This is an optimization exercise on Yosys and OpenROAD, whose aim is small area, not a production implementation.
Only simulation tests tie the RTL to the original design; equivalence was not proved.
No activity file was given, so power comes from the tool's default toggle rates.

==> flow/design.v, too long to show whole: its modules and the start of the top module <==
// module PC: 39 lines
// module PC_adder: 12 lines
// module controller: 306 lines
// module RegFile: 70 lines
// module CSR: 114 lines
// module ALU: 104 lines
// module imm_generator: 49 lines
// module pipreg_IF_ID: 49 lines
// module pipreg_ID_EXE: 110 lines
// module pipreg_EXE_MEM: 56 lines
// module pipreg_MEM_WB: 33 lines
// module mux_imm: 8 lines
// module mux_jal: 8 lines
// module mux_lw: 8 lines
// module mux_utype: 8 lines
// module forwarding: 68 lines
// module forwarding_csr: 12 lines
// module mux_rs: 17 lines
// module mux_rt: 17 lines
// module mux_csr_imm: 16 lines
// module mux_csr_result: 14 lines
// module mux_sw_data: 13 lines
// module forwarding_2: 17 lines
// module mux_D_in: 13 lines
// module queue: 47 lines
// module predict: 62 lines
// module mux_pred: 50 lines
// module mux_jalr: 22 lines
// module mux_asipc: 13 lines
// module load_extension: 25 lines
// module valid_array: 23 lines
// module tag_array: 20 lines
// module data_array: 22 lines
// module I_comparator: 8 lines
// module I_ctr: 166 lines
// module mux_DO: 18 lines
// module ripple_inc: 14 lines
// module ripple_add: 17 lines
// module ripple_dec: 13 lines
// module I_performance: 26 lines
// module Icache: 124 lines
// module D_comparator: 8 lines
// module D_ctr: 241 lines
// module mux_Din: 13 lines
// module D_performance: 26 lines
// module Dcache: 136 lines
// module M_wra: 197 lines
// module CPU: 539 lines
// module Arbiter: 86 lines
// module Decoder: 19 lines
// module MuxM2S: 95 lines
// module MuxS2M: 101 lines
// module DefaultSlave: 35 lines
// module AHB: 141 lines
// module S1_wra: 111 lines
// module S2_wra: 111 lines
// module top: 183 lines
module top(
  input                             clk,
  input                             rst,
  input         [32-1:0]    IM_out,
  input         [32-1:0]    DM_out,
  output logic                      IM_enable,
  output logic  [32-1:0]    IM_address,
  output logic  [32-1:0]    IM_in,
  output logic                      IM_write,
  output logic                      DM_write,
  output logic                      DM_enable,
  output logic  [32-1:0]    DM_in,
  output logic  [32-1:0]    DM_address,
  output logic  [63:0]              L1I_access,
  output logic  [63:0]              L1I_miss,
  output logic  [63:0]              L1D_access,
  output logic  [63:0]              L1D_miss
);
  // ...
==> flow/run.sh <==
#!/bin/bash
# synth_recipe.tcl (not shown) runs the flow's synth.tcl, then flattens the netlist and writes it again
# the make line also repeats each setting of config.mk as NAME=value (left out here)
make -C /OpenROAD-flow-scripts/flow DESIGN_CONFIG=/design/flow/config.mk WORK_HOME=/design/flow/orfs CLKGATE_MAP_FILE= SYNTH_SCRIPT=/design/flow/synth_recipe.tcl finish
==> flow/config.mk <==
export PLATFORM = sky130hd
export DESIGN_NAME = top
export DESIGN_NICKNAME = top
export VERILOG_FILES = /design/flow/design.v
export SDC_FILE = /design/flow/constraint.sdc
export NUM_CORES = 4
export LEC_CHECK = 0
export CAP_MARGIN = 20
export CORE_MARGIN = 2
export CORE_UTILIZATION = 55
export CTS_CLUSTER_DIAMETER = 80
export CTS_CLUSTER_SIZE = 20
export PLACE_DENSITY = 0.65
export SLEW_MARGIN = 20
==> flow/constraint.sdc <==
create_clock -name core_clock -period 25.0 [get_ports {clk}]
set_input_delay 5.0000 -clock core_clock [delete_from_list [all_inputs] [get_ports {clk}]]
set_output_delay 5.0000 -clock core_clock [all_outputs]
set_load 0.01 [all_outputs]
==> flow_summary.toml, run 1 <==
[status]
status = "timing/DRC/antenna clean"

[routing]
routed.top_layer = "met5"
met3WireLength_mm = 90.48

[power]
p_seq_w = 0.00644
powerClk_w = 0.00339
power_density_nw_per_um2 = 86.94
swShare_pct = 37.74

[cts]
path_clk_slew_ns = 0.10
root_buffer = "clkbuf_16"

[floorplanning]
die_x_um = 524.5
pin_count = 454
die_area_um2 = 275100
die_h_um = 524.5
start_util_pct = 55.18

[finish]
fillerInstances = 20710
multiInputGateArea_um2 = 53950
layout_common_cells = "edfxtp_1, nand2_1, nor2_1"
buffers = 951
antenna_cells = 35

[grt]
grt_pass1_wl_mm = 869.4
busiest_layer = "met2"

[setup_path]
required_ns = 25.67
crit_type = "reg2reg"
crit_buf_inv = 5

[synth]
synth_seq_cells = 3188

[sta]
setup_ws_ns = 2.840
relSlewSlack_pct = 11.02
fin_crit_sh_pct = 88.64
fmax_mhz = 45.13

[job]
max-cap-violations = 0

[placement]
gp_congestion = 1.125
==> module CSR, before the edit <==
module CSR(
  input                                 clk,
  input                                 rst,
  input         [2:0]                   funct3,
  input         [32-1:0]        PC_address,
  input         [12-1:0]    csr_read_addr,
  input         [12-1:0]    csr_write_addr,
  input         [32-1:0]        csr_write_tmp,
  input         [32-1:0]        csr_read_data_EXE,
  input                                 csr_read,
  input                                 csr_write,
  input                                 csr_data_sel,
  input                                 Istall,
  input                                 Dstall,
  input                                 interrupt,
  output logic  [32-1:0]        csr_read_data
);
  logic     [32-1:0]            mstatus;
  logic     [32-1:0]            mie;
  logic     [32-1:0]            mtvec;
  logic     [32-1:0]            mepc;
  logic     [32-1:0]            mip;
  logic     [32-1:0]            mcycle;
  logic     [32-1:0]            minstret;
  logic     [32-1:0]            mcycleh;
  logic     [32-1:0]            minstreth;
  logic     [32-1:0]            csr_write_data;
  logic flag_stall;
  assign flag_stall = Istall || Dstall;  
  assign {mstatus[31:13], mstatus[10:8], mstatus[6:4], mstatus[2:0]} = {19'b0, 3'b0, 3'b0, 3'b0};
  assign {mie[31:12], mie[10:0]} = {20'b0, 11'b0};
  assign  mip[11]                = interrupt;   
  assign  mtvec                  = 32'h10000000;
  assign {mip[31:12], mip[10:0]} = {20'b0, 11'b0};
  always_comb begin
    if(csr_write)begin
      case(funct3)
      3'b000, 3'b001, 3'b101:   
        csr_write_data = csr_write_tmp;
      3'b010, 3'b110:   
        csr_write_data = csr_read_data_EXE | csr_write_tmp;
      3'b011, 3'b111:   
        csr_write_data = csr_read_data_EXE & (~csr_write_tmp);
      default:
        csr_write_data = 32'b0;
      endcase
    end
    else
      csr_write_data = 32'b0;
  end
  always_ff@(posedge clk, posedge rst)begin   
    if(rst)begin
      {mstatus[12:11], mstatus[7], mstatus[3]}      <= 4'b0;
      mie[11]                                       <= 1'b0;
      mepc                                          <= 32'd0;
    end
    else begin
      if(csr_write && (!flag_stall))begin
        case(csr_write_addr)   
        12'h300: {mstatus[12:11], mstatus[7], mstatus[3]} <= {csr_write_data[12:11], csr_write_data[7], csr_write_data[3]};
        12'h304: mie[11]                                  <= csr_write_data[11];
        12'h341, 12'h105: mepc                            <= csr_write_data;   
        endcase
      end
    end
  end
  logic     [63:0]                      cycle_n;
  logic     [63:0]                      instret_n;
  ripple_inc #(64) inc_cycle(.a({mcycleh, mcycle}), .inc(1'b1), .y(cycle_n));
  ripple_inc #(64) inc_instret(.a({minstreth, minstret}), .inc(!flag_stall), .y(instret_n));
  always_ff@(posedge clk, posedge rst)begin
    if(rst)
      {mcycleh, mcycle}       <= 64'd0;
    else
      {mcycleh, mcycle}       <= cycle_n;
  end
  always_ff@(posedge clk, posedge rst)begin
    if(rst)
      {minstreth, minstret}   <= 64'hFFFFFFFF_FFFFFFFF;
    else
      {minstreth, minstret}   <= instret_n;
  end
  always_comb begin
    if(csr_read)begin
      if(csr_data_sel)   
        case(csr_read_addr)
        12'h300: csr_read_data = {19'b0, csr_write_data[12:11], 3'b0, csr_write_data[7], 3'b0, csr_write_data[3], 3'b0};
        12'h304: csr_read_data = {20'b0, csr_write_data[11], 11'b0};
        12'h305: csr_read_data = 32'h10000000;
        12'h341: csr_read_data = csr_write_data;
        12'hB00: csr_read_data = csr_write_data;
        12'hB02: csr_read_data = csr_write_data;
        12'hB80: csr_read_data = csr_write_data;
        12'hB82: csr_read_data = csr_write_data;
        default: csr_read_data = 32'b0;
        endcase
      else begin
        case(csr_read_addr)
        12'h300: 		  csr_read_data = mstatus;
        12'h304: 		  csr_read_data = mie;
        12'h305: 		  csr_read_data = mtvec;
        12'h341, 12'h302: csr_read_data = mepc;
        12'hB00: 		  csr_read_data = mcycle;
        12'hB02: 		  csr_read_data = minstret;
        12'hB80: 		  csr_read_data = mcycleh;
        12'hB82: 		  csr_read_data = minstreth;
        default: 		  csr_read_data = 32'b0;
        endcase
      end
    end
    else
      csr_read_data = 32'b0;
  end
endmodule
==> module pipreg_EXE_MEM, before the edit <==
module pipreg_EXE_MEM(
  input                                 clk,
  input                                 rst,
  input         [4:0]                   Read_addr_2_EXE,
  input         [4:0]                   write_addr_EXE,
  input         [32-1:0]        alu_result,
  input         [32-1:0]        Read_data_sw_EXE,
  input         [6:0]                   opcode_EXE,
  input         [2:0]                   funct3_EXE,
  input         [2:0]                   MEM_ctr_ID_EXE,
  input         [2:0]                   WB_ctr_ID_EXE,
  input                                 Istall,
  input                                 Dstall,
  input 								wfi_stall,
  output logic  [4:0]                   Read_addr_2_MEM,
  output logic  [4:0]                   write_addr_MEM,
  output logic  [32-1:0]        alu_result_MEM,
  output logic  [32-1:0]        D_address,
  output logic  [32-1:0]        Read_data_2_MEM,
  output logic  [6:0]                   opcode_MEM,
  output logic  [2:0]                   funct3_MEM,
  output logic                          Dcache_en,
  output logic                          Dcache_write,
  output logic  [2:0]                   WB_ctr_EXE_MEM
);
  logic                                 flag_stall;
  assign flag_stall = Istall || Dstall || wfi_stall;
  assign D_address = alu_result_MEM;
  always_ff@(posedge clk)begin
    if(!flag_stall)begin
      Read_data_2_MEM           <= Read_data_sw_EXE;
    end
  end
  always_ff@(posedge clk, posedge rst)begin
    if(rst)begin
      Read_addr_2_MEM           <= 5'd0;
      write_addr_MEM            <= 5'b0;
      alu_result_MEM            <= 32'b0;
      opcode_MEM                <= 7'd0;
      funct3_MEM                <= 3'd0;
      {Dcache_write, Dcache_en} <= 2'b0;
      WB_ctr_EXE_MEM            <= 3'b0;
    end
    else if(!flag_stall)begin
      Read_addr_2_MEM           <= Read_addr_2_EXE;
      write_addr_MEM            <= write_addr_EXE;
      alu_result_MEM            <= alu_result;
      opcode_MEM                <= opcode_EXE;
      funct3_MEM                <= funct3_EXE;
      {Dcache_write, Dcache_en} <= MEM_ctr_ID_EXE[1:0];
      WB_ctr_EXE_MEM            <= WB_ctr_ID_EXE;
    end
    else
      Dcache_en                 <= 1'b0;
  end
endmodule
==> module forwarding_2, before the edit <==
module forwarding_2(
  input         [4:0]       write_addr,
  input         [4:0]       Read_addr_2_MEM,
  input                     Dcache_write,
  input                     RF_write_WB,
  input         [6:0]       opcode_MEM,
  output logic              D_in_sel
);
  logic                     dcache_hazard_MEM;
  assign dcache_hazard_MEM = ((opcode_MEM == 'b0100011)||(opcode_MEM == 7'b0000011)) && Dcache_write && (write_addr == Read_addr_2_MEM) && (write_addr != 5'd0) && RF_write_WB;
  always_comb begin
    if(dcache_hazard_MEM)
      D_in_sel = 1'b1;
    else
      D_in_sel = 1'b0;   
  end
endmodule
==> module queue, before the edit <==
module queue(
  input                                 clk,
  input                                 rst,
  input         [32-1:0]        PC_address,
  input         [32-1:0]        PC_added,
  input         [6:0]                   opcode_IF,   
  input         [6:0]                   opcode_ID,
  input         [6:0]                   imm_IM_31_25,
  input         [12:0]                  imm_IM_24_12,
  input         [4:0]                   imm_IM_11_7,
  input                                 taken_sel,
  input                                 Istall,
  input                                 Dstall,
  input									wfi_stall,
  output logic  [32-1:0]        PC_imm,
  output logic  [32-1:0]        slots
 );
  logic     [32-1:0]            imm_que;
  logic                                 flag_stall;
  logic     [32-1:0]            imm_B;
  logic     [32-1:0]            imm_J;
  logic     [32-1:0]            target;
  logic                                 Btype_IF;
  logic                                 Jtype_IF;
  assign flag_stall = Istall || Dstall || wfi_stall;
  assign Btype_IF = (opcode_IF == 'b1100011);
  assign Jtype_IF = (opcode_IF == 'b1101111);
  assign imm_B = {{20{imm_IM_31_25[6]}}, imm_IM_11_7[0], imm_IM_31_25[5:0], imm_IM_11_7[4:1], 1'b0};
  assign imm_J = {{11{imm_IM_31_25[6]}}, imm_IM_31_25[6], imm_IM_24_12[7:0], imm_IM_24_12[8], imm_IM_31_25[5:0], imm_IM_24_12[12:9], 1'b0};
  ripple_add #(32) adder(.a(PC_address), .b(Jtype_IF ? imm_J : imm_B), .cin(1'b0), .y(target), .cout());
  always_comb begin
    if(taken_sel)
      imm_que = PC_added;
    else
      imm_que = target;
  end
  always_ff@(posedge clk)begin
    if(!flag_stall)
      slots <= imm_que;
  end
  always_ff@(posedge clk)begin
    if(Btype_IF || Jtype_IF)
      PC_imm <= target;
    else
      PC_imm <= 32'd0;
  end
endmodule
==> module M_wra, before the edit <==
module M_wra(
  input                                     clk,
  input                                     rst,
  input                                     IM_enable,
  input     [32-1:0]                IM_address,
  input                                     DM_enable,
  input     [32-1:0]                DM_address,
  input     [32-1:0]                DM_in,
  input                                     DM_write,
  input                                     HGRANT_M1,
  input                                     HGRANT_M2,
  input     [32-1:0]            HRDATA,
  input                                     HREADY,
  input     [2-1:0]            HRESP,
  output logic  [32-1:0]            IM_out,
  output logic  [32-1:0]            DM_out,
  output logic                              ready,
  output logic  [32-1:0]        HADDR_M1,
  output logic  [32-1:0]        HADDR_M2,
  output logic                              HBUSREQ_M1,
  output logic                              HBUSREQ_M2,
  output logic  [3-1:0]        HSIZE_M1,
  output logic  [3-1:0]        HSIZE_M2,
  output logic  [2-1:0]       HTRANS_M1,
  output logic  [2-1:0]       HTRANS_M2,
  output logic                              HLOCK_M1,
  output logic                              HLOCK_M2,
  output logic  [32-1:0]        HWDATA_M1,
  output logic  [32-1:0]        HWDATA_M2,
  output logic                              HWRITE_M1,
  output logic                              HWRITE_M2
);
  parameter IDLE = 3'b000, WAIT = 3'b001, ADDR = 3'b010, WRITE = 3'b011, READ = 3'b100;
  logic [2:0] cstate, nstate;
  always_ff@(posedge clk)begin
    if(rst)
      cstate <= IDLE;
    else
      cstate <= nstate;
  end
  always_comb begin
    case(cstate)
    IDLE:begin
      if(IM_enable||DM_enable)
        nstate = WAIT;
      else
        nstate = IDLE;
    end
    WAIT:begin
      if((HGRANT_M1||HGRANT_M2))
        nstate = ADDR;
      else
        nstate = WAIT;
    end
    ADDR:begin
      if(DM_write)
        nstate = WRITE;
      else if(!DM_write)
        nstate = READ;
      else
        nstate = ADDR;
    end
    WRITE:begin
      if(HREADY && (!HRESP))
        nstate = IDLE;
      else
        nstate = WRITE;
    end
    READ:begin
      if(HREADY && (!HRESP))
        nstate = IDLE;
      else
        nstate = READ;
    end
    default:
      nstate = IDLE;
    endcase
  end
  always_comb begin
    case(cstate)
    IDLE:begin
      IM_out        = HRDATA;
      DM_out        = HRDATA;
      ready         = 1'b0;
      HADDR_M1      = 32'd0;
      HADDR_M2      = IM_address;
      HBUSREQ_M1    = 1'b0;
      HBUSREQ_M2    = 1'b0;
      HSIZE_M1      = 3'd0;
      HSIZE_M2      = 3'd0;
      HTRANS_M1     = 2'd0;
      HTRANS_M2     = 2'd0;
      HLOCK_M1      = 1'b0;
      HLOCK_M2      = 1'b0;
      HWDATA_M1     = 32'd0;
      HWDATA_M2     = 32'd0;
      HWRITE_M1     = 1'd0;
      HWRITE_M2     = 1'd0;
    end
    WAIT:begin
      IM_out        = 32'd0;
      DM_out        = 32'd0;
      ready         = 1'b0;
      HADDR_M1      = 32'd0;
      HADDR_M2      = IM_address;
      HBUSREQ_M1    = DM_enable;
      HBUSREQ_M2    = IM_enable;
      HSIZE_M1      = 3'b0;
      HSIZE_M2      = 3'b0;
      HTRANS_M1     = 2'b0;
      HTRANS_M2     = 2'b0;
      HLOCK_M1      = 1'b0;
      HLOCK_M2      = 1'b0;
      HWDATA_M1     = 32'd0;
      HWDATA_M2     = 32'd0;
      HWRITE_M1     = 1'b0;
      HWRITE_M2     = 1'b0;
    end
    ADDR:begin
      IM_out        = 32'd0;
      DM_out        = 32'd0;
      ready         = 1'b0;
      HADDR_M1      = DM_address;
      HADDR_M2      = IM_address;
      HBUSREQ_M1    = 1'b0;
      HBUSREQ_M2    = 1'b0;
      HSIZE_M1      = 3'b010;
      HSIZE_M2      = 3'b010;
      HTRANS_M1     = 2'b10;
      HTRANS_M2     = 2'b10;
      HLOCK_M1      = 1'b0;
      HLOCK_M2      = 1'b0;
      HWDATA_M1     = 32'd0;
      HWDATA_M2     = 32'd0;
      HWRITE_M1     = 1'b0;
      HWRITE_M2     = 1'b0;
    end
    WRITE:begin   
      IM_out        = 32'd0;
      DM_out        = 32'd0;
      ready         = HREADY;
      HADDR_M1      = DM_address;
      HADDR_M2      = 32'b0;
      HBUSREQ_M1    = 1'b0;
      HBUSREQ_M2    = 1'b0;
      HSIZE_M1      = 3'b010;
      HSIZE_M2      = 3'b010;
      HTRANS_M1     = 2'b10;
      HTRANS_M2     = 2'b10;
      HLOCK_M1      = 1'b0;
      HLOCK_M2      = 1'b0;
      HWDATA_M1     = DM_in;   
      HWDATA_M2     = 32'd0;   
      HWRITE_M1     = 1'b1;
      HWRITE_M2     = 1'b0;
    end
    READ:begin
      IM_out        = HRDATA;
      DM_out        = HRDATA;
      ready         = HREADY;
      HADDR_M1      = DM_address;
      HADDR_M2      = IM_address;
      HBUSREQ_M1    = 1'b0;
      HBUSREQ_M2    = 1'b0;
      HSIZE_M1      = 3'b010;
      HSIZE_M2      = 3'b010;
      HTRANS_M1     = 2'b10;
      HTRANS_M2     = 2'b10;
      HLOCK_M1      = 1'b0;
      HLOCK_M2      = 1'b0;
      HWDATA_M1     = 1'b0;
      HWDATA_M2     = 1'b0;
      HWRITE_M1     = 1'b0;
      HWRITE_M2     = 1'b0;
    end
    default:begin
      IM_out        = 32'b0;
      DM_out        = 32'b0;
      ready         = 1'b0;
      HADDR_M1      = 32'b0;
      HADDR_M2      = 32'b0;
      HBUSREQ_M1    = 1'b0;
      HBUSREQ_M2    = 1'b0;
      HSIZE_M1      = 3'b0;
      HSIZE_M2      = 3'b0;
      HTRANS_M1     = 2'b0;
      HTRANS_M2     = 2'b0;
      HLOCK_M1      = 1'b0;
      HLOCK_M2      = 1'b0;
      HWDATA_M1     = 32'b0;
      HWDATA_M2     = 32'b0;
      HWRITE_M1     = 1'b0;
      HWRITE_M2     = 1'b0;
    end
    endcase
  end
endmodule
==> module CPU, before the edit <==
module CPU(
  input                                     clk,
  input                                     rst,
  input                                     HGRANT_M1,
  input                                     HGRANT_M2,
  input         [32-1:0]        HRDATA,
  input                                     HREADY,
  input         [2-1:0]        HRESP,
  input                                     interrupt,   
  output logic  [32-1:0]        HADDR_M1,
  output logic  [32-1:0]        HADDR_M2,
  output logic                              HBUSREQ_M1,
  output logic                              HBUSREQ_M2,
  output logic  [3-1:0]        HSIZE_M1,
  output logic  [3-1:0]        HSIZE_M2,
  output logic  [2-1:0]       HTRANS_M1,
  output logic  [2-1:0]       HTRANS_M2,
  output logic                              HLOCK_M1,
  output logic                              HLOCK_M2,
  output logic  [32-1:0]        HWDATA_M1,
  output logic  [32-1:0]        HWDATA_M2,
  output logic                              HWRITE_M1,
  output logic                              HWRITE_M2,
  output logic  [63:0]                      L1I_access,
  output logic  [63:0]                      L1I_miss,
  output logic  [63:0]                      L1D_access,
  output logic  [63:0]                      L1D_miss
);
  logic [32-1:0]                    PC_added;
  logic [32-1:0]                    PC_added_ID;
  logic [32-1:0]                    PC_added_EXE;
  logic [32-1:0]                    PC_added_MEM;
  logic [32-1:0]                    PC_added_WB;
  logic [32-1:0]                    PC_imm;
  logic [32-1:0]                    PC_in_pred;
  logic [32-1:0]                    PC_jump;
  logic [32-1:0]                    PC_jump_jalr;
  logic [32-1:0]                    PC_imm_que;
  logic [32-1:0]                    PC_address;
  logic [32-1:0]                    Icache_out;
  logic [32-1:0]                    instruction;
  logic [6:0]                               opcode_EXE;
  logic [6:0]                               opcode_MEM;
  logic [6:0]                               funct7;
  logic [2:0]                               funct3_EXE;
  logic [2:0]                               funct3_MEM;
  logic [4:0]                               Read_addr_1_ID;
  logic [4:0]                               Read_addr_2_ID;
  logic [4:0]                               write_addr_ID;
  logic [4:0]                               Read_addr_1_EXE;
  logic [4:0]                               Read_addr_2_EXE;
  logic [4:0]                               write_addr_EXE;
  logic [4:0]                               Read_addr_2_MEM;
  logic [4:0]                               write_addr_MEM;
  logic [4:0]                               write_addr;
  logic                                     RF_read;
  logic                                     RF_write_WB;
  logic [32-1:0]                    Read_data_1;
  logic [32-1:0]                    Read_data_1_EXE;
  logic [32-1:0]                    Read_data_1_EXE_asipc;
  logic [32-1:0]                    Read_data_2;
  logic [32-1:0]                    Read_data_2_EXE;
  logic [32-1:0]                    Read_data_2_EXE_u;
  logic [32-1:0]                    Read_data_sw_EXE;
  logic [32-1:0]                    Read_data_2_MEM;
  logic [32-1:0]                    write_data;
  logic [32-1:0]                    write_data_lw;
  logic                                     csr_read;
  logic                                     csr_write;
  logic                                     csr_write_EXE;
  logic [12-1:0]                csr_addr_ID;
  logic [11:0]                              csr_addr_EXE;
  logic [32-1:0]                    csr_read_data;
  logic [32-1:0]                    csr_read_data_EXE;
  logic [32-1:0]                    csr_write_tmp;
  logic                                     IM_enable;
  logic [32-1:0]                    IM_address;
  logic [32-1:0]                    IM_out;
  logic                                     ready;
  logic                                     DM_enable;
  logic [32-1:0]                    DM_address;
  logic [32-1:0]                    DM_out;
  logic                                     DM_write;
  logic                                     Icache_en;
  logic                                     hit;
  logic                                     address_rst;
  logic                                     Istall;
  logic                                     Dcache_en;
  logic [32-1:0]                    D_address;
  logic [32-1:0]                    Dcache_in;
  logic [32-1:0]                    Dcache_out;
  logic [32-1:0]                    Dcache_out_WB;
  logic [32-1:0]                    Dcache_out_ext;
  logic                                     Dcache_write;
  logic                                     Dstall;
  logic [32-1:0]                    imm;
  logic [32-1:0]                    imm_in;
  logic [32-1:0]                    imm_EXE;
  logic [32-1:0]                    imm_out;
  logic                                     alu_en_ID;
  logic                                     alu_en_EXE;
  logic [32-1:0]                    src1;
  logic [32-1:0]                    src2;
  logic [32-1:0]                    alu_result_tmp;
  logic [32-1:0]                    alu_result;
  logic [32-1:0]                    alu_result_MEM;
  logic [32-1:0]                    alu_result_WB;
  logic [2:0]                               MEM_ctr;
  logic [2:0]                               MEM_ctr_ID_EXE;
  logic [2:0]                               WB_ctr;
  logic [2:0]                               WB_ctr_ID_EXE;
  logic [2:0]                               WB_ctr_EXE_MEM;
  logic                                     flush;
  logic                                     flush_jalr;
  logic                                     stall_Dcount;
  logic										wfi_stall;
  logic [1:0]                               rs_sel;
  logic [1:0]                               rt_sel;
  logic                                     imm_select;
  logic                                     imm_select_ID_EXE;
  logic                                     lw_select;
  logic                                     jump_sel;
  logic                                     utype_sel;
  logic                                     utype_sel_ID_EXE;
  logic                                     jal_sel;
  logic                                     taken_sel;
  logic                                     D_in_sel;
  logic                                     asipc_sel;
  logic [1:0]                               csr_imm_sel;
  logic [1:0]                               csr_imm_sel_EXE;
  logic                                     csr_data_sel;
  logic                                     csr_result_sel;
  logic                                     csr_result_sel_EXE;
  logic                                     sw_data_sel;
  logic                                     asipc_sel_ID_EXE;
  logic										flag_mret;
  logic [32-1:0]                    slots;
  logic                                     csr_imm_sel_EXE0;
  assign PC_added_EXE          = Read_data_2_EXE;   
  assign csr_read_data_EXE     = Read_data_2_EXE;   
  assign PC_imm_que            = imm_EXE;           
  assign Read_data_1_EXE_asipc = Read_data_1_EXE;   
  assign csr_imm_sel_EXE       = {1'b0, csr_imm_sel_EXE0};
  PC PC(
        .clk(clk),
        .rst(rst),
        .PC_in_pred(PC_in_pred),
		.mepc(csr_read_data),
        .jump_sel(jump_sel),
        .taken_sel(taken_sel),
        .Istall(Istall),
        .Dstall(Dstall),
		.wfi_stall(wfi_stall),
		.interrupt(interrupt),
		.flag_mret(flag_mret),
        .PC_address(PC_address),
        .Icache_en(Icache_en)
        );
  PC_adder PC_adder(
        .PC_address(PC_address),
        .PC_added_EXE(PC_added_EXE),
        .imm_EXE(imm_EXE),
        .PC_added(PC_added),
        .PC_jump(PC_jump)
        );
  pipreg_IF_ID pip_if_id(
        .clk(clk),
        .rst(rst),
        .address_rst(address_rst),
        .PC_added(PC_added),
        .Icache_out(Icache_out),   
        .Istall(Istall),
        .Dstall(Dstall),
		.wfi_stall(wfi_stall),
        .flush(flush),
        .flush_jalr(flush_jalr),
        .PC_added_ID(PC_added_ID),
        .instruction(instruction),
        .Read_addr_1_ID(Read_addr_1_ID),
        .Read_addr_2_ID(Read_addr_2_ID),
        .write_addr_ID(write_addr_ID),
        .csr_addr_ID(csr_addr_ID),
        .imm_in(imm_in)
       );
  pipreg_ID_EXE pip_id_exe(
        .clk(clk),
        .rst(rst),
        .PC_added_ID(PC_added_ID),
        .instruction(instruction),
        .Read_addr_1_ID(Read_addr_1_ID),
        .Read_addr_2_ID(Read_addr_2_ID),
        .Read_data_1(Read_data_1),
        .Read_data_2(Read_data_2),
        .write_addr_ID(write_addr_ID),
        .csr_addr_ID(csr_addr_ID),
        .csr_read_data(csr_read_data),
        .imm(imm),
        .slots(slots),
        .MEM_ctr(MEM_ctr),
        .WB_ctr(WB_ctr),
        .csr_write(csr_write),
        .imm_select(imm_select),
        .alu_en_ID(alu_en_ID),
        .utype_sel(utype_sel),
        .asipc_sel(asipc_sel),
        .csr_imm_sel(csr_imm_sel),
        .csr_result_sel(csr_result_sel),
        .Istall(Istall),
        .Dstall(Dstall),
		.wfi_stall(wfi_stall),
        .flush(flush),
        .flush_jalr(flush_jalr),
        .opcode_EXE(opcode_EXE),
        .funct3_EXE(funct3_EXE),
        .funct7(funct7),
        .Read_addr_1_EXE(Read_addr_1_EXE),
        .Read_addr_2_EXE(Read_addr_2_EXE),
        .Read_data_1_EXE(Read_data_1_EXE),
        .Read_data_2_EXE(Read_data_2_EXE),
        .write_addr_EXE(write_addr_EXE),
        .csr_addr_EXE(csr_addr_EXE),
        .imm_EXE(imm_EXE),
        .MEM_ctr_ID_EXE(MEM_ctr_ID_EXE),
        .WB_ctr_ID_EXE(WB_ctr_ID_EXE),
        .csr_write_EXE(csr_write_EXE),
        .imm_select_ID_EXE(imm_select_ID_EXE),
        .alu_en_EXE(alu_en_EXE),
        .utype_sel_ID_EXE(utype_sel_ID_EXE),
        .csr_imm_sel_EXE(csr_imm_sel_EXE0),
        .csr_result_sel_EXE(csr_result_sel_EXE)
        );
  pipreg_EXE_MEM pip_exe_mem(
        .clk(clk),
        .rst(rst),
        .Read_addr_2_EXE(Read_addr_2_EXE),
        .write_addr_EXE(write_addr_EXE),
        .alu_result(alu_result),
        .Read_data_sw_EXE(Read_data_sw_EXE),
        .opcode_EXE(opcode_EXE),
        .funct3_EXE(funct3_EXE),
        .MEM_ctr_ID_EXE(MEM_ctr_ID_EXE),
        .WB_ctr_ID_EXE(WB_ctr_ID_EXE),
        .Istall(Istall),
        .Dstall(Dstall),
		.wfi_stall(wfi_stall),
        .Read_addr_2_MEM(Read_addr_2_MEM),
        .write_addr_MEM(write_addr_MEM),
        .alu_result_MEM(alu_result_MEM),
        .D_address(D_address),
        .Read_data_2_MEM(Read_data_2_MEM),
        .opcode_MEM(opcode_MEM),
        .funct3_MEM(funct3_MEM),
        .Dcache_en(Dcache_en),
        .Dcache_write(Dcache_write),
        .WB_ctr_EXE_MEM(WB_ctr_EXE_MEM)
        );
  pipreg_MEM_WB pip_mem_wb(
        .clk(clk),
        .rst(rst),
        .PC_added_MEM(Read_data_2_MEM),   
        .write_addr_MEM(write_addr_MEM),
        .alu_result_MEM(alu_result_MEM),
        .Dcache_out_ext(Dcache_out_ext),
        .WB_ctr_EXE_MEM(WB_ctr_EXE_MEM),
        .Istall(Istall),
        .Dstall(Dstall),
		.wfi_stall(wfi_stall),
        .write_addr(write_addr),
        .RF_write_WB(RF_write_WB),
        .write_data(write_data)
        );
  mux_imm mux_imm(
        .a(Read_data_2_EXE),
        .b(imm_EXE),
        .select(imm_select_ID_EXE),
        .y(imm_out)
        );
  mux_utype mux_utype(
        .a(Read_data_2_EXE),
        .b(src2),
        .select(utype_sel_ID_EXE),
        .y(Read_data_2_EXE_u)
        );
  controller ctr(   
        .instruction(instruction),
        .interrupt(interrupt),
        .MEM_ctr(MEM_ctr),
        .WB_ctr(WB_ctr),
        .RF_read(RF_read),
        .csr_read(csr_read),
        .csr_write(csr_write),
        .imm_select(imm_select),
        .alu_en(alu_en_ID),
        .utype_sel(utype_sel),
        .asipc_sel(asipc_sel),
        .csr_imm_sel(csr_imm_sel),
        .csr_result_sel(csr_result_sel),
		.wfi_stall(wfi_stall),
		.flag_mret(flag_mret)
        );
  RegFile RF(
        .clk(clk),
        .rst(rst),
        .Read_addr_1(Read_addr_1_ID),
        .Read_addr_2(Read_addr_2_ID),
        .write_addr(write_addr),
        .write_data(write_data),
        .Read_data_1(Read_data_1),
        .Read_data_2(Read_data_2),
        .RF_write(RF_write_WB),
        .RF_read(RF_read),
        .Istall(Istall),
        .Dstall(Dstall),
		.wfi_stall(wfi_stall)
        );
  CSR CSR(   
        .clk(clk),
        .rst(rst),
        .funct3(funct3_EXE),
        .PC_address(PC_address),
        .csr_read_addr(csr_addr_ID),
        .csr_write_addr(csr_addr_EXE),
        .csr_write_tmp(csr_write_tmp),   
        .csr_read_data_EXE(csr_read_data_EXE),
        .csr_read(csr_read),
        .csr_write(csr_write_EXE),
        .csr_data_sel(csr_data_sel),
        .Istall(Istall),
        .Dstall(Dstall),
        .csr_read_data(csr_read_data),
        .interrupt(interrupt)
        );
  ALU ALU(
        .src1(src1),
        .src2(src2),
        .opcode_EXE(opcode_EXE),
        .funct7(funct7),
        .funct3_EXE(funct3_EXE),
        .branch(MEM_ctr_ID_EXE[2]),   
        .enable(alu_en_EXE),
        .alu_result(alu_result_tmp),
        .jump_sel(jump_sel)
        );
  mux_csr_result mux_csr_result(
        .alu_result_tmp(alu_result_tmp),
        .csr_read_data_EXE(csr_read_data_EXE),
        .csr_result_sel_EXE(csr_result_sel_EXE),
        .alu_result(alu_result)
        );
  imm_generator imm0(
        .imm_in(imm_in),
        .imm(imm)
        );
  load_extension load_ext(
        .Dcache_out(Dcache_out),
        .opcode_MEM(opcode_MEM),
        .funct3_MEM(funct3_MEM),
        .Dcache_out_ext(Dcache_out_ext)
        );
  forwarding fwd0(
        .write_addr_MEM(write_addr_MEM),
        .write_addr(write_addr),
        .Read_addr_1_EXE(Read_addr_1_EXE),
        .Read_addr_2_EXE(Read_addr_2_EXE),
        .RF_write_WB(RF_write_WB),
        .RF_write_MEM(WB_ctr_EXE_MEM[1]),
        .opcode_EXE(opcode_EXE),
        .opcode_MEM(opcode_MEM),
        .Dcache_en(Dcache_en),
        .Dcache_write(Dcache_write),
        .rs_sel(rs_sel),
        .rt_sel(rt_sel),
        .sw_data_sel(sw_data_sel)
        );
  forwarding_2 fwd1(
        .write_addr(write_addr),
        .Read_addr_2_MEM(Read_addr_2_MEM),
        .Dcache_write(Dcache_write),
        .RF_write_WB(RF_write_WB),
        .opcode_MEM(opcode_MEM),
        .D_in_sel(D_in_sel)
        );
  forwarding_csr fwd_csr(
        .csr_read_addr(csr_addr_ID),
        .csr_write_addr(csr_addr_EXE),
        .csr_data_sel(csr_data_sel)
        );
  mux_csr_imm mux_csr_imm(
        .src1(src1),
        .imm_EXE(imm_EXE),
		.PC_added_EXE(PC_added_EXE),
        .csr_imm_sel_EXE(csr_imm_sel_EXE),
        .csr_write_tmp(csr_write_tmp)
        );
  mux_rs mux_rs(
        .Read_data_1_EXE_asipc(Read_data_1_EXE_asipc),
        .alu_result_MEM(alu_result_MEM),
        .write_data(write_data),
        .Dcache_out_ext(Dcache_out_ext),
        .rs_sel(rs_sel),
        .src1(src1)
        );
  mux_rt mux_rt(
        .imm_out(imm_out),
        .alu_result_MEM(alu_result_MEM),
        .write_data(write_data),
        .Dcache_out_ext(Dcache_out_ext),
        .rt_sel(rt_sel),
        .src2(src2)
        );
  mux_sw_data mux_sw_data(
        .Read_data_2_EXE_u(Read_data_2_EXE_u),  
        .write_data(write_data),
        .sw_data_sel(sw_data_sel),
        .Read_data_sw_EXE(Read_data_sw_EXE)
        );
  mux_D_in mux_D_in(
        .Read_data_2_MEM(Read_data_2_MEM),
        .write_data(write_data),
        .D_in_sel(D_in_sel),
        .Dcache_in(Dcache_in)
        );
  queue queue(
        .clk(clk),
        .rst(rst),
        .PC_address(PC_address),
        .PC_added(PC_added),
        .opcode_IF(Icache_out[6:0]),  
        .opcode_ID(instruction[6:0]),
        .imm_IM_31_25(Icache_out[31:25]),
        .imm_IM_24_12(Icache_out[24:12]),
        .imm_IM_11_7(Icache_out[11:7]),
        .taken_sel(taken_sel),
        .Istall(Istall),
        .Dstall(Dstall),
		.wfi_stall(wfi_stall),
        .PC_imm(PC_imm),
        .slots(slots)
        );
  predict pred(
        .clk(clk),
        .rst(rst),
        .opcode_EXE(opcode_EXE),
        .jump_sel(jump_sel),
        .Istall(Istall),
        .Dstall(Dstall),
		.wfi_stall(wfi_stall),
        .taken_sel(taken_sel)
        );
  mux_pred mux_pred(
        .PC_added(PC_added),
        .PC_imm_que(PC_imm_que),
        .PC_imm(PC_imm),
        .opcode_EXE(opcode_EXE),
        .opcode_IF(Icache_out[6:0]),
        .taken_sel(taken_sel),
        .jump_sel(jump_sel),
        .Istall(Istall),
        .Dstall(Dstall),
        .PC_in_pred(PC_in_pred),
        .flush(flush)
        );
  mux_jalr mux_jalr(
        .PC_jump(PC_jump),
        .alu_result(alu_result),
        .opcode_EXE(opcode_EXE),
        .PC_jump_jalr(PC_jump_jalr),
        .flush_jalr(flush_jalr)
        );
  Icache Icache(
        .clk(clk),
        .rst(rst),
        .address(PC_address),
        .Icache_en(Icache_en),
        .ready(ready),   
        .stall_Dcount(stall_Dcount),
		.wfi_stall(wfi_stall),
        .DataIn(IM_out),
        .IM_enable(IM_enable),
        .IM_address(IM_address),
        .DataOut(Icache_out),
        .Istall(Istall),   
        .hit(hit),
        .address_rst(address_rst),
        .L1I_access(L1I_access),
        .L1I_miss(L1I_miss)
        );
  Dcache Dcache(   
        .clk(clk),
        .rst(rst),
        .address(D_address),   
        .Dcache_en(Dcache_en),
        .Dcache_write(Dcache_write),
        .Dcache_in(Dcache_in),
        .ready(ready),
        .DataIn(DM_out),
        .funct3_MEM(funct3_MEM),
        .DM_address(DM_address),
        .DM_enable(DM_enable),
        .DataOut(Dcache_out),
        .DM_write(DM_write),
        .Dstall(Dstall),
        .stall_Dcount(stall_Dcount),   
        .L1D_access(L1D_access),
        .L1D_miss(L1D_miss)
        );
  M_wra M_wrapper0(
        .clk(clk),
        .rst(rst),
        .IM_enable(IM_enable),
        .IM_address(IM_address),
        .DM_enable(DM_enable),
        .DM_address(DM_address),
        .DM_in(Dcache_out),
        .DM_write(DM_write),
        .HGRANT_M1(HGRANT_M1),
        .HGRANT_M2(HGRANT_M2),
        .HRDATA(HRDATA),
        .HREADY(HREADY),
        .HRESP(HRESP),
        .IM_out(IM_out),
        .DM_out(DM_out),
        .ready(ready),
        .HADDR_M1(HADDR_M1),
        .HADDR_M2(HADDR_M2),
        .HBUSREQ_M1(HBUSREQ_M1),
        .HBUSREQ_M2(HBUSREQ_M2),
        .HSIZE_M1(HSIZE_M1),
        .HSIZE_M2(HSIZE_M2),
        .HTRANS_M1(HTRANS_M1),
        .HTRANS_M2(HTRANS_M2),
        .HLOCK_M1(HLOCK_M1),
        .HLOCK_M2(HLOCK_M2),
        .HWDATA_M1(HWDATA_M1),
        .HWDATA_M2(HWDATA_M2),
        .HWRITE_M1(HWRITE_M1),
        .HWRITE_M2(HWRITE_M2)
        );
endmodule
==> module S1_wra, before the edit <==
module S1_wra(
  input                                     clk,
  input                                     rst,
  input         [32-1:0]        HADDR,
  input         [3-1:0]        HSIZE,
  input         [2-1:0]       HTRANS,
  input         [32-1:0]        HWDATA,
  input                                     HWRITE,
  input         [4-1:0]      HMASTER,
  input                                     HMASTLOCK,
  input                                     HSEL_S1,
  input         [32-1:0]            IM_out,
  output logic  [32-1:0]        HRDATA_S1,
  output logic                              HREADY_S1,
  output logic  [2-1:0]        HRESP_S1,
  output logic                              IM_enable,
  output logic  [32-1:0]            IM_address,
  output logic  [32-1:0]            IM_in,
  output logic                              IM_write
);
  logic [2:0] cstate, nstate;
  parameter IDLE = 3'b000, ADDR = 3'b001, WRITE = 3'b010, WAIT_READ = 3'b011, READ = 3'b100;
  always_ff@(posedge clk, posedge rst)begin
    if(rst)
      cstate <= IDLE;
    else
      cstate <= nstate;
  end
  always_comb begin
    case(cstate)
      IDLE:begin
        if(HSEL_S1&&(HMASTER == 4'b0010))   
          nstate = ADDR;
        else
          nstate = IDLE;
      end
      ADDR:begin
        if(HWRITE)
          nstate = WRITE;
        else
          nstate = WAIT_READ;
      end
      WRITE:
        nstate = IDLE;
      WAIT_READ:
        nstate = READ;
      READ:
        nstate = IDLE;
      default:
        nstate = IDLE;
    endcase
  end
  always_comb begin
    case(cstate)
      IDLE:begin
        HRDATA_S1   = IM_out;
        HREADY_S1   = 1'b1;
        HRESP_S1    = 2'b0;
        IM_enable   = 1'b0;
        IM_address  = HADDR;
        IM_in       = HWDATA;
        IM_write    = HWRITE;
      end
      ADDR:begin
        HRDATA_S1   = 32'b0;
        HREADY_S1   = 1'b0;
        HRESP_S1    = 1'b0;
        IM_enable   = 1'b1;
        IM_address  = HADDR;
        IM_in       = HWDATA;
        IM_write    = HWRITE;
      end
      WRITE:begin   
        HRDATA_S1   = 32'b0;
        HREADY_S1   = 1'b1;
        HRESP_S1    = 1'b0;
        IM_enable   = 1'b1;
        IM_address  = HADDR;
        IM_in       = HWDATA;
        IM_write    = HWRITE;
      end
      WAIT_READ:begin  
        HRDATA_S1   = IM_out;
        HREADY_S1   = 1'b0;
        HRESP_S1    = 1'b0;
        IM_enable   = 1'b1;
        IM_address  = HADDR;  
        IM_in       = 32'b0;
        IM_write    = HWRITE;
      end
      READ:begin
        HRDATA_S1   = IM_out;
        HREADY_S1   = 1'b1;
        HRESP_S1    = 1'b0;
        IM_enable   = 1'b1;
        IM_address  = HADDR;
        IM_in       = 32'b0;
        IM_write    = HWRITE;
      end
      default:begin
        HRDATA_S1   = 32'b0;
        HREADY_S1   = 1'b1;
        HRESP_S1    = 1'b0;
        IM_enable   = 1'b0;
        IM_address  = 32'b0;
        IM_in       = 32'b0;
        IM_write    = 1'b0;
      end
    endcase
  end
endmodule
==> module S2_wra, before the edit <==
module S2_wra(
  input                                     clk,
  input                                     rst,
  input         [2-1:0]       HTRANS,
  input         [32-1:0]        HADDR,
  input                                     HWRITE,
  input         [3-1:0]        HSIZE,
  input         [32-1:0]        HWDATA,
  input         [4-1:0]      HMASTER,
  input                                     HMASTLOCK,
  input                                     HSEL_S2,
  input         [32-1:0]            DM_out,
  output logic  [32-1:0]        HRDATA_S2,
  output logic                              HREADY_S2,
  output logic  [2-1:0]        HRESP_S2,
  output logic                              DM_enable,
  output logic  [32-1:0]            DM_address,
  output logic  [32-1:0]            DM_in,
  output logic                              DM_write
);
  logic [2:0] cstate, nstate;
  parameter IDLE = 3'b000, ADDR = 3'b001, WRITE = 3'b010, WAIT_READ = 3'b011, READ = 3'b100;
  always_ff@(posedge clk, posedge rst)begin
    if(rst)
      cstate <= IDLE;
    else
      cstate <= nstate;
  end
  always_comb begin
    case(cstate)
      IDLE:begin
        if(HSEL_S2&&(HMASTER == 4'b0001))  
          nstate = ADDR;
        else
          nstate = IDLE;
      end
      ADDR:begin
        if(HWRITE)
          nstate = WRITE;
        else
          nstate = WAIT_READ;
      end
      WRITE:
        nstate = IDLE;
      WAIT_READ:
        nstate = READ;
      READ:
        nstate = IDLE;
      default:
        nstate = IDLE;
    endcase
  end
  always_comb begin
    case(cstate)
      IDLE:begin
        HRDATA_S2   = 32'b0;
        HREADY_S2   = 1'b1;
        HRESP_S2    = 1'b0;
        DM_enable   = 1'b0;
        DM_address  = HADDR;
        DM_in       = 32'b0;
        DM_write    = 1'b0;
      end
      ADDR:begin
        HRDATA_S2   = 32'b0;
        HREADY_S2   = 1'b0;
        HRESP_S2    = 1'b0;
        DM_enable   = 1'b1;
        DM_address  = HADDR;
        DM_in       = HWDATA;
        DM_write    = HWRITE;
      end
      WRITE:begin
        HRDATA_S2   = 32'b0;
        HREADY_S2   = 1'b1;
        HRESP_S2    = 1'b0;
        DM_enable   = 1'b1;
        DM_address  = HADDR;
        DM_in       = HWDATA;
        DM_write    = HWRITE;
      end
      WAIT_READ:begin
        HRDATA_S2   = 32'b0;   
        HREADY_S2   = 1'b0;
        HRESP_S2    = 1'b0;
        DM_enable   = 1'b1;
        DM_address  = HADDR;   
        DM_in       = 32'b0;
        DM_write    = HWRITE;
      end
      READ:begin
        HRDATA_S2   = DM_out;
        HREADY_S2   = 1'b1;
        HRESP_S2    = 1'b0;
        DM_enable   = 1'b1;
        DM_address  = HADDR;
        DM_in       = 32'b0;
        DM_write    = HWRITE;
      end
      default:begin
        HRDATA_S2   = 32'b0;
        HREADY_S2   = 1'b0;
        HRESP_S2    = 1'b0;
        DM_enable   = 1'b0;
        DM_address  = 32'b0;
        DM_in       = 32'b0;
        DM_write    = 1'b0;
      end
    endcase
  end
endmodule
==> run 2: changes to the inputs <==
--- a/flow/design.v
+++ b/flow/design.v
@@ -441,4 +441,6 @@
   input                                 Dstall,
   input                                 interrupt,
+  input         [63:0]                  L1I_access,
+  input                                 Icache_en,
   output logic  [32-1:0]        csr_read_data
 );
@@ -495,5 +497,4 @@
   logic     [63:0]                      instret_n;
   ripple_inc #(64) inc_cycle(.a({mcycleh, mcycle}), .inc(1'b1), .y(cycle_n));
-  ripple_inc #(64) inc_instret(.a({minstreth, minstret}), .inc(!flag_stall), .y(instret_n));
   always_ff@(posedge clk, posedge rst)begin
     if(rst)
@@ -502,10 +503,6 @@
       {mcycleh, mcycle}       <= cycle_n;
   end
-  always_ff@(posedge clk, posedge rst)begin
-    if(rst)
-      {minstreth, minstret}   <= 64'hFFFFFFFF_FFFFFFFF;
-    else
-      {minstreth, minstret}   <= instret_n;
-  end
+  ripple_decb #(64) dec_instret(.a(L1I_access), .dec(!Icache_en), .y(instret_n));
+  assign {minstreth, minstret} = instret_n;
   always_comb begin
     if(csr_read)begin
@@ -878,4 +875,6 @@
 );
   logic                                 flag_stall;
+  logic                                 is_load_MEM;
+  assign opcode_MEM = is_load_MEM ? 7'b0000011 : 7'b0000000;
   assign flag_stall = Istall || Dstall || wfi_stall;
   assign D_address = alu_result_MEM;
@@ -890,5 +889,5 @@
       write_addr_MEM            <= 5'b0;
       alu_result_MEM            <= 32'b0;
-      opcode_MEM                <= 7'd0;
+      is_load_MEM               <= 1'b0;
       funct3_MEM                <= 3'd0;
       {Dcache_write, Dcache_en} <= 2'b0;
@@ -899,5 +898,5 @@
       write_addr_MEM            <= write_addr_EXE;
       alu_result_MEM            <= alu_result;
-      opcode_MEM                <= opcode_EXE;
+      is_load_MEM               <= (opcode_EXE == 'b0000011);
       funct3_MEM                <= funct3_EXE;
       {Dcache_write, Dcache_en} <= MEM_ctr_ID_EXE[1:0];
@@ -1139,5 +1138,5 @@
 );
   logic                     dcache_hazard_MEM;
-  assign dcache_hazard_MEM = ((opcode_MEM == 'b0100011)||(opcode_MEM == 7'b0000011)) && Dcache_write && (write_addr == Read_addr_2_MEM) && (write_addr != 5'd0) && RF_write_WB;
+  assign dcache_hazard_MEM = Dcache_write && (write_addr == Read_addr_2_MEM) && (write_addr != 5'd0) && RF_write_WB;
   always_comb begin
     if(dcache_hazard_MEM)
@@ -1200,10 +1199,5 @@
       slots <= imm_que;
   end
-  always_ff@(posedge clk)begin
-    if(Btype_IF || Jtype_IF)
-      PC_imm <= target;
-    else
-      PC_imm <= 32'd0;
-  end
+  assign PC_imm = (Btype_IF || Jtype_IF) ? target : 32'd0;
 endmodule
 module predict(
@@ -1680,4 +1674,18 @@
   end
 endmodule
+module ripple_decb #(parameter int W = 64)(
+  input         [W-1:0]     a,
+  input                     dec,
+  output logic  [W-1:0]     y
+);
+  logic     [W:0]           b;
+  always_comb begin
+    b[0] = dec;
+    for(int i = 0; i < W; i++)begin
+      y[i]   = a[i] ^ b[i];
+      b[i+1] = (!a[i]) & b[i];
+    end
+  end
+endmodule
 module I_performance(
   input                     clk,
@@ -2429,22 +2437,22 @@
       HWRITE_M2     = 1'b0;
     end
-    default:begin
-      IM_out        = 32'b0;
-      DM_out        = 32'b0;
+    default:begin   
+      IM_out        = HRDATA;
+      DM_out        = HRDATA;
       ready         = 1'b0;
-      HADDR_M1      = 32'b0;
-      HADDR_M2      = 32'b0;
+      HADDR_M1      = 32'd0;
+      HADDR_M2      = IM_address;
       HBUSREQ_M1    = 1'b0;
       HBUSREQ_M2    = 1'b0;
-      HSIZE_M1      = 3'b0;
-      HSIZE_M2      = 3'b0;
-      HTRANS_M1     = 2'b0;
-      HTRANS_M2     = 2'b0;
+      HSIZE_M1      = 3'd0;
+      HSIZE_M2      = 3'd0;
+      HTRANS_M1     = 2'd0;
+      HTRANS_M2     = 2'd0;
       HLOCK_M1      = 1'b0;
       HLOCK_M2      = 1'b0;
-      HWDATA_M1     = 32'b0;
-      HWDATA_M2     = 32'b0;
-      HWRITE_M1     = 1'b0;
-      HWRITE_M2     = 1'b0;
+      HWDATA_M1     = 32'd0;
+      HWDATA_M2     = 32'd0;
+      HWRITE_M1     = 1'd0;
+      HWRITE_M2     = 1'd0;
     end
     endcase
@@ -2728,10 +2736,5 @@
         .y(imm_out)
         );
-  mux_utype mux_utype(
-        .a(Read_data_2_EXE),
-        .b(src2),
-        .select(utype_sel_ID_EXE),
-        .y(Read_data_2_EXE_u)
-        );
+  assign Read_data_2_EXE_u = Read_data_2_EXE;
   controller ctr(   
         .instruction(instruction),
@@ -2781,5 +2784,7 @@
         .Dstall(Dstall),
         .csr_read_data(csr_read_data),
-        .interrupt(interrupt)
+        .interrupt(interrupt),
+        .L1I_access(L1I_access),
+        .Icache_en(Icache_en)
         );
   ALU ALU(
@@ -3566,12 +3571,12 @@
         IM_write    = HWRITE;
       end
-      default:begin
-        HRDATA_S1   = 32'b0;
+      default:begin   
+        HRDATA_S1   = IM_out;
         HREADY_S1   = 1'b1;
-        HRESP_S1    = 1'b0;
+        HRESP_S1    = 2'b0;
         IM_enable   = 1'b0;
-        IM_address  = 32'b0;
-        IM_in       = 32'b0;
-        IM_write    = 1'b0;
+        IM_address  = HADDR;
+        IM_in       = HWDATA;
+        IM_write    = HWRITE;
       end
     endcase
@@ -3677,10 +3682,10 @@
         DM_write    = HWRITE;
       end
-      default:begin
+      default:begin   
         HRDATA_S2   = 32'b0;
-        HREADY_S2   = 1'b0;
+        HREADY_S2   = 1'b1;
         HRESP_S2    = 1'b0;
         DM_enable   = 1'b0;
-        DM_address  = 32'b0;
+        DM_address  = HADDR;
         DM_in       = 32'b0;
         DM_write    = 1'b0;
==> flow/flow/run.sh (new file) <==
#!/bin/bash
# The standard layout (standard.sh: ORFS from the standard synthesis to
# the routed layout), with two changes to how the layout is made:
#  - the input and output ports are buffered with the smallest buffer,
#    sky130_fd_sc_hd__buf_1, instead of the cell ORFS picks by default;
#  - clock tree synthesis clusters up to 20 sinks (80 um) per leaf buffer,
#    as config.mk asks, and inserts no dummy loads.
# The full output of make (and so of every ORFS step) goes to standard.log;
# each ORFS step also writes its own log under orfs/logs/.
set -euo pipefail
bash standard.sh \
  "BUFFER_PORTS_ARGS=-buffer_cell sky130_fd_sc_hd__buf_1" \
  "CTS_ARGS=-sink_clustering_enable -repair_clock_nets -sink_clustering_size 20 -sink_clustering_max_diameter 80 -dont_use_dummy_load" \
  finish > standard.log 2>&1
==> flow/standard.sh (new file) <==
#!/bin/bash
# synth_recipe.tcl (not shown) runs the flow's synth.tcl, then flattens the netlist and writes it again
# the make line also repeats each setting of config.mk as NAME=value (left out here)
make -C /OpenROAD-flow-scripts/flow DESIGN_CONFIG=/design/flow/config.mk WORK_HOME=/design/flow/orfs CLKGATE_MAP_FILE= SYNTH_SCRIPT=/design/flow/synth_recipe.tcl "${@:-finish}"
removed: flow/run.sh
==> run 2 against run 1 <==
Compared with the run above: routed wire length rose by 1.7%; worst hold slack got worse by 0.0012 ns; clock power fell by 9.7%; clock-buffer cell count fell by 96; sequential share of layout area rose by 0.43 points; synthesized cell count fell by 3.3%; final cell count fell by 3.0%.
==> flow_summary.toml, run 2 <==
[finish]
fin_util_pct = 60.23
design_area_um2 = 159500
final_common_cell = "edfxtp_1"
fillerInstances = 20350
layout.nets = 12060
layout_common_cells = "edfxtp_1, nand2_1, nor2_1"
area_growth_pct = 9.089
largest_reg_flops = 992
drive_gt1_share_pct = 14.30
regMostFlops = "CPU0.RF.mem"

[floorplanning]
die_area_um2 = 270000
num_rows = 189
die_h_um = 519.6
pin_count = 454
start_util_pct = 55.21
die_x_um = 519.6
core_um2 = 264900

[setup_path]
end_kind = "register"
cp_slowest_cell = "or4b_4"
cp.arrival_ns = 25.18
slowest_delay_ns = 0.57
crit_top_cell = "ha_2"
path_max_fanout = 2
required_ns = 25.81
critPathLaunchType = "register"
crit_type = "reg2reg"

[routing]
drt-initial-drc-count = 21710
num_vias = 111900
met2_length_mm = 272.6
wl_mm = 648.2
drc = 0
drtPass1Iterations = 10
ant_nets = 0
routed.top_layer = "met5"
via_per_inst = 7.472
wl_met1_mm = 222.7
wl_per_cell_um = 43.27
met3WireLength_mm = 93.56

[synth]
synth.most_common_cell = "edfxtp_1"
synthTopCellsByArea = "edfxtp_1, dfrtp_1, mux4_2"
ys_seq_area_share_pct = 61.05
synth_cell_types = 120
netlist_top_cells_count = "edfxtp_1, nand2_1, nor2_1"
syn_area_per_cell_um2 = 13.22
synth_seq_cells = 3085
synth-async-reset-ratio_pct = 18.22
syn-instance-count = 11060
yosys_warnings = 55
netlist_area_um2 = 146200
syn_nets = 11710
synth_edf_count = 2467
ys.flop_type = "edfxtp_1"
yosysTopAreaCellShare_pct = 50.66
yosysTopAreaCell = "edfxtp_1"

[cts]
root_buffer = "clkbuf_16"
ctsHoldBuffers = 0
cts_tree = "yes"
clock_path_buffers = 4
cts_sinks = 3085
cts_inserted_buffers = 194
path_clk_slew_ns = 0.09
htree_levels = 4
insertion_delay_ns = 0.96

[placement]
dp_hpwl_mm = 451.3
port_buffers = 453
dpl_cell_area_um2 = 153700
gp_congestion = 1.076

[sta]
drv_slew = 0
tns_ns = 0
min_period_ns = 24.37
fmax_mhz = 41.04
relSlewSlack_pct = 10.71
whs_ns = 0.4267
worstMarginPinSlew_ns = 1.336
hold_viol_final = 0
fin_crit_sh_pct = 97.47
finalSetupViolations = 0
skew_ns = 0.1344

[power]
ir_worst_vdd_v = 0.00008038
power_density_nw_per_um2 = 76.07
p_leak_nw = 56.53

[grt]
grt_pass1_wl_mm = 876.5
grt_pass1_vias = 104000
grt_max_degree = 182
grtUsageTotal_pct = 47.06
overflow = 0
antenna_found_initial = 80

[worst_hold_path]
holdCritPathClass = "reg2reg"

[status]
status = "timing/DRC/antenna clean"

[job]
max-cap-violations = 0
-- run 2: changes by cell type after synthesis, moves of 32 or more --
cell | before | now
nor2_1 | 746 | 708
mux4_2 | 227 | 301
o21ai_0 | 592 | 537
mux2_2 | 124 | 167
dfstp_2 | 65 | 1
o22ai_1 | 119 | 77
inv_1 | 187 | 230
a21oi_1 | 543 | 427
dfxtp_1 | 88 | 56
o211ai_1 | 102 | 54
clkbuf_1 | 707 | 647
buf_4 | 17 | 50
mux2i_1 | 385 | 235
-- run 2: final timing paths --
kind	startpoint	end	slack [ns]	cells past startpoint
min in group asynchronous	rst	AHB.uArbiter.HMASTER[1]	4.33	3
worst max register to register	CPU0.Icache.I_perf.L1I_access[0]	CPU0.Icache.I_perf.L1I_miss[63]	0.63	139
worst min register to register	CPU0.Icache.d_array2.a_q[1]	register	0.43	2
max in group asynchronous	rst	CPU0.Dcache.D_perf.L1D_miss[30]	17.76	6
worst max-delay path	CPU0.Icache.I_perf.L1I_access[0]	CPU0.Icache.I_perf.L1I_miss[63]	0.63	139
worst min-delay path	CPU0.Icache.d_array2.a_q[1]	register	0.43	2
-- run 2: layout make-up --
type                       instances  area (um^2)  area share [%]
inverter                         239        912.1          0.5718
tap                             3533         4420           2.771
clock buffer                     194         4855           3.043
multi-input combinational       6860        53870           33.77
antenna                           40        100.1         0.06275
sequential                      3085        89300           55.98
timing repair buffer            1027         6058           3.798
-- run 2: per-stage QoR --
step / std cells / setup WS (ns) / power (W)
after global routing: 14940 / -0.02239 / 0.01236
after detailed placement: 14740 / -2.505 / 0.008994
after floorplan: 11060 / 0.4111 / 0.007727
final: 14980 / 0.6314 / 0.01213
after global placement: 14740 / -2.438 / 0.008958
after CTS: 14930 / 0.01155 / 0.01196
-- run 2: power by group --
group          internal (W)  switching [W]  leakage (nW)  total, W
sequential          0.00585       0.000171          30.6   0.00602
combinational       0.00101        0.00205          23.5   0.00306
clock               0.00137        0.00169          2.39   0.00306
-- run 2: logic make-up (layout without fill, tap and decap cells) --
logic type / after synthesis / after routing / share of synthesized area [%]
xor gates and xnor gates: 133 / 133 / 0.7966
buffers and inverters: 1112 / 1460 / 3.137
AOI/OAI and AO/OA: 2858 / 2858 / 13.91
other: 1 / 41 / 0.002565
DFF: 3085 / 3085 / 61.05
muxes: 707 / 707 / 7.567
and+or+nand+nor: 2575 / 2575 / 8.212
adders and majority gates: 586 / 586 / 5.322
-- run 2: layer usage --
layer / vias up / track usage, %
li1: 43720 / -
met1: 56100 / 60.13
met2: 9843 / 67.55
met3: 2209 / 16.30
met4: 52 / 32.45
met5: - / 0.01755
-- run 2: worst max-delay path: cells and delay by family (launching register included) --
kind | cells | cell delay [ns]
multiplexers | 1 | 0.08
flip-flops | 1 | 0.35
AND/OR/NAND/NOR | 5 | 1.49
buffers and inverters | 2 | 0.22
AO/OA/AOI/OAI | 6 | 1.38
adder cells (fa/ha/maj) | 124 | 20.51
XOR/XNOR | 1 | 0.15
-- run 2: timing repair --
action | 4_1_cts | 5_1_grt
gates resized for setup | 119 | 48
buffers inserted | 1 | 0
pin swaps | 12 | 11
endpoints found under the setup margin | 15 | 6
==> run 3: changes to the inputs <==
--- a/flow/design.v
+++ b/flow/design.v
@@ -2596,10 +2596,27 @@
   logic										flag_mret;
   logic [32-1:0]                    slots;
-  logic                                     csr_imm_sel_EXE0;
   assign PC_added_EXE          = Read_data_2_EXE;   
   assign csr_read_data_EXE     = Read_data_2_EXE;   
   assign PC_imm_que            = imm_EXE;           
   assign Read_data_1_EXE_asipc = Read_data_1_EXE;   
-  assign csr_imm_sel_EXE       = {1'b0, csr_imm_sel_EXE0};
+  assign csr_imm_sel_EXE       = {1'b0, csr_imm_sel_x[0]};   
+  logic [1:0]                               csr_imm_sel_x;
+  controller ctr_exe(
+        .instruction({funct7, Read_addr_2_EXE, Read_addr_1_EXE, funct3_EXE, write_addr_EXE, opcode_EXE}),
+        .interrupt(interrupt),
+        .MEM_ctr(MEM_ctr_ID_EXE),
+        .WB_ctr(WB_ctr_ID_EXE),
+        .RF_read(),
+        .csr_read(),
+        .csr_write(csr_write_EXE),
+        .imm_select(imm_select_ID_EXE),
+        .alu_en(alu_en_EXE),
+        .utype_sel(utype_sel_ID_EXE),
+        .asipc_sel(),
+        .csr_imm_sel(csr_imm_sel_x),
+        .csr_result_sel(csr_result_sel_EXE),
+		.wfi_stall(),
+		.flag_mret()
+        );
   PC PC(
         .clk(clk),
@@ -2681,12 +2698,12 @@
         .csr_addr_EXE(csr_addr_EXE),
         .imm_EXE(imm_EXE),
-        .MEM_ctr_ID_EXE(MEM_ctr_ID_EXE),
-        .WB_ctr_ID_EXE(WB_ctr_ID_EXE),
-        .csr_write_EXE(csr_write_EXE),
-        .imm_select_ID_EXE(imm_select_ID_EXE),
-        .alu_en_EXE(alu_en_EXE),
-        .utype_sel_ID_EXE(utype_sel_ID_EXE),
-        .csr_imm_sel_EXE(csr_imm_sel_EXE0),
-        .csr_result_sel_EXE(csr_result_sel_EXE)
+        .MEM_ctr_ID_EXE(),
+        .WB_ctr_ID_EXE(),
+        .csr_write_EXE(),
+        .imm_select_ID_EXE(),
+        .alu_en_EXE(),
+        .utype_sel_ID_EXE(),
+        .csr_imm_sel_EXE(),
+        .csr_result_sel_EXE()
         );
   pipreg_EXE_MEM pip_exe_mem(
==> run 3 against run 2 <==
Compared with the run above: global-route usage decreased by 0.33 points; setup slack got worse by 0.039 ns; register-to-register slack got worse by 0.04 ns; sequential power decreased by 2%; maximum frequency decreased by 0.16%; area after synthesis decreased by 0.55%; highest routed layer unchanged; still clean on timing, DRC and antenna; clock skew increased by 0.021 ns.
==> flow_summary.toml, run 3 <==
[grt]
antenna_found_initial = 58
grt_pass1_wl_mm = 868.8
grt_pass1_vias = 104600
grt_max_degree = 112
grtUsageTotal_pct = 46.73
overflow = 0

[setup_path]
required_ns = 25.85
slowest_delay_ns = 0.52
critPathLaunchType = "register"
crit_buf_inv = 3
path_max_fanout = 3
end_kind = "register"
cp_num_cells = 139
rrSetupSlack_ns = 0.59
cp.arrival_ns = 25.26
cpLargestDelayFamily = "adder cells"
reg2reg_to = "CPU0.Icache.I_perf.L1I_miss[63]"
r2r_start = "CPU0.Icache.I_perf.L1I_access[0]"
crit_type = "reg2reg"
startpoint = "CPU0.Icache.I_perf.L1I_access[0]"
cp_slowest_cell = "or4_1"
worstRegToRegCells = 139
crit_top_cell = "ha_2"
setup.worst_path.end = "CPU0.Icache.I_perf.L1I_miss[63]"

[power]
power_density_nw_per_um2 = 73.07
p_leak_nw = 56.02
ir_worst_vdd_v = 0.00009457

[synth]
yosys_warnings = 55
syn-instance-count = 11090
synth_cell_types = 118
yosysTopAreaCellShare_pct = 50.95
synth_edf_count = 2467
netlist_area_um2 = 145400
syn_area_per_cell_um2 = 13.12
synth.most_common_cell = "edfxtp_1"
synth-async-reset-ratio_pct = 17.92
ys.flop_type = "edfxtp_1"
synth_seq_cells = 3074
ys_seq_area_share_pct = 61.20
synthTopCellsByArea = "edfxtp_1, dfrtp_1, ha_1"
yosysTopAreaCell = "edfxtp_1"
syn_nets = 11740
netlist_top_cells_count = "edfxtp_1, nand2_1, nor2_1"

[cts]
cts_inserted_buffers = 186
ctsHoldBuffers = 0
cts_sinks = 3074
htree_levels = 4
insertion_delay_ns = 0.97
path_clk_slew_ns = 0.08
root_buffer = "clkbuf_16"
clock_path_buffers = 3
cts_tree = "yes"

[floorplanning]
num_rows = 188
die_area_um2 = 268500
die_h_um = 518.2
pin_count = 454
start_util_pct = 55.34
die_x_um = 518.2
core_um2 = 262700

[sta]
relSlewSlack_pct = 8.221
skew_ns = 0.1558
drv_slew = 0
finalSetupViolations = 0
worstMarginPinSlew_ns = 1.338
min_period_ns = 24.41
fmax_mhz = 40.97
fin_crit_sh_pct = 97.63
hold_viol_final = 0
setup_ws_ns = 0.5920

[finish]
largest_reg_flops = 992
design_area_um2 = 158700
area_growth_pct = 9.122
regMostFlops = "CPU0.RF.mem"
layout.nets = 12130
fin_util_pct = 60.39
drive_gt1_share_pct = 13.53
layout_common_cells = "edfxtp_1, nand2_1, buf_4"
final_common_cell = "edfxtp_1"

[routing]
ant_nets = 0
wl_mm = 640.4
drc = 0
num_vias = 111600
wl_per_cell_um = 42.61
via_per_inst = 7.422
drtPass1Iterations = 10
drt-initial-drc-count = 20740

[worst_hold_path]
holdCritPathClass = "reg2reg"
hp-start = "CPU0.Dcache.d_array2.a_q[1]"

[status]
status = "timing/DRC/antenna clean"

[placement]
dpl_cell_area_um2 = 153300
dp_hpwl_mm = 451.7
gp_congestion = 1.121
port_buffers = 453
post-place-ws_ns = -1.899

[job]
max-cap-violations = 0
## run 3: changes by cell type in the layout (fill, tap and decap cells not counted), moves of 39 or more
| cell | change |
|---|---|
| a211oi_1 | -46 |
| a21oi_1 | +51 |
| a22oi_1 | -39 |
| buf_4 | +46 |
| mux2_2 | -45 |
| mux2i_1 | +149 |
| mux4_2 | -50 |
| nand4_1 | -49 |
| o21ai_0 | +58 |
| o22ai_1 | +55 |
## run 3: metal layers
metal | GRT usage [%] | share of wire [%] | routed length [um]
met5 | 0 | 0.048 | 307
met4 | 32.22 | 9.2 | 58610
met3 | 16.38 | 14 | 92630
met2 | 67.38 | 42 | 269500
met1 | 59.25 | 34 | 219300
## run 3: worst min path at each step
stage	end	cells after the start
final	register	2
after global routing	register	2
after CTS	register	2
after detailed placement	register	2
after global placement	register	2
after floorplan	register	2
## run 3: logic make-up (layout without fill, tap and decap cells)
family,Yosys count,in the layout,synth area share (%)
flip-flops,3074,3074,61.20
adder cells (fa/ha/maj),586,586,5.352
XOR/XNOR,129,129,0.7770
AO/OA/AOI/OAI,2948,2948,14.17
AND/OR/NAND/NOR,2475,2475,7.874
multiplexers,764,764,7.527
buffers and inverters,1110,1501,3.095
other,1,38,0.002579
## run 3: worst reg2reg max path, delay by kind of cell (launching register included)
family,cells,cell delay [ns]
AOI/OAI and AO/OA,7,1.20
xor gates and xnor gates,1,0.15
adders and majority gates,125,21.15
buffers and inverters,3,0.46
DFF,1,0.35
and+or+nand+nor,3,1.03
## run 3: timing repair
item                                    4_1_cts  5_1_grt
endpoints found under the setup margin       11        6
buffers inserted                              1        0
pin swaps                                    11       11
gates resized for setup                      83       47
## run 3: final cells by class
type	count	area, um^2
timing repair buffer	1068	6355
multi-input combinational	6903	53200
clock buffer	186	4654
fill	20450	104100
sequential	3074	89030
tap	3515	4398
antenna	37	92.59
inverter	247	942.2
## run 3: power by group
part | switching [W] | internal [W] | total, W
clock | 0.00166 | 0.00131 | 0.00298
sequential | 0.000142 | 0.00575 | 0.00589
combinational | 0.00188 | 0.000848 | 0.00273
total | 0.00369 | 0.00791 | 0.0116
## run 3: metrics by stage
stage / instances / total power, W / hold slack [ns] / TNS (ns)
after floorplan: 11090 / 0.007346 / 0.4081 / 0
after CTS: 14990 / 0.01145 / 0.4441 / 0
after detailed placement: 14810 / 0.008570 / 0.4234 / -11.98
after global routing: 14990 / 0.01183 / 0.4668 / -0.06610
after global placement: 14800 / 0.008543 / 0.4165 / -10.72
final: 15030 / 0.01160 / 0.4450 / 0

-- port drivers added, routing unchanged --
The flow's constraints put no driver on any port. The routed layouts listed below were extracted and timed again, unchanged, in two steps. Step 1, drivers: a clkbuf_16 drives clk and a buf_2 each remaining input, both assumed. Step 2, shift: input delay + t, output delay - t, t = (earliest + latest rising clock arrival at the registers) / 2. This alone moves slack from input paths to output paths. Slacks: ideal / step 1 / step 2; pairs: ideal / step 1.
run | t (ns) | setup WS [ns] | worst setup path at the end | slew at the worst register clock pin (ns)
run 1 | 1.047 | 2.840 / 2.840 / 2.840 | register to register | 0.10 / 0.10
run 2 | 1.015 | 0.631 / 0.631 / 0.631 | register to register | 0.09 / 0.09
run 3 | 1.006 | 0.592 / 0.592 / 0.592 | register to register | 0.10 / 0.10
After both steps every run listed still meets setup and hold.
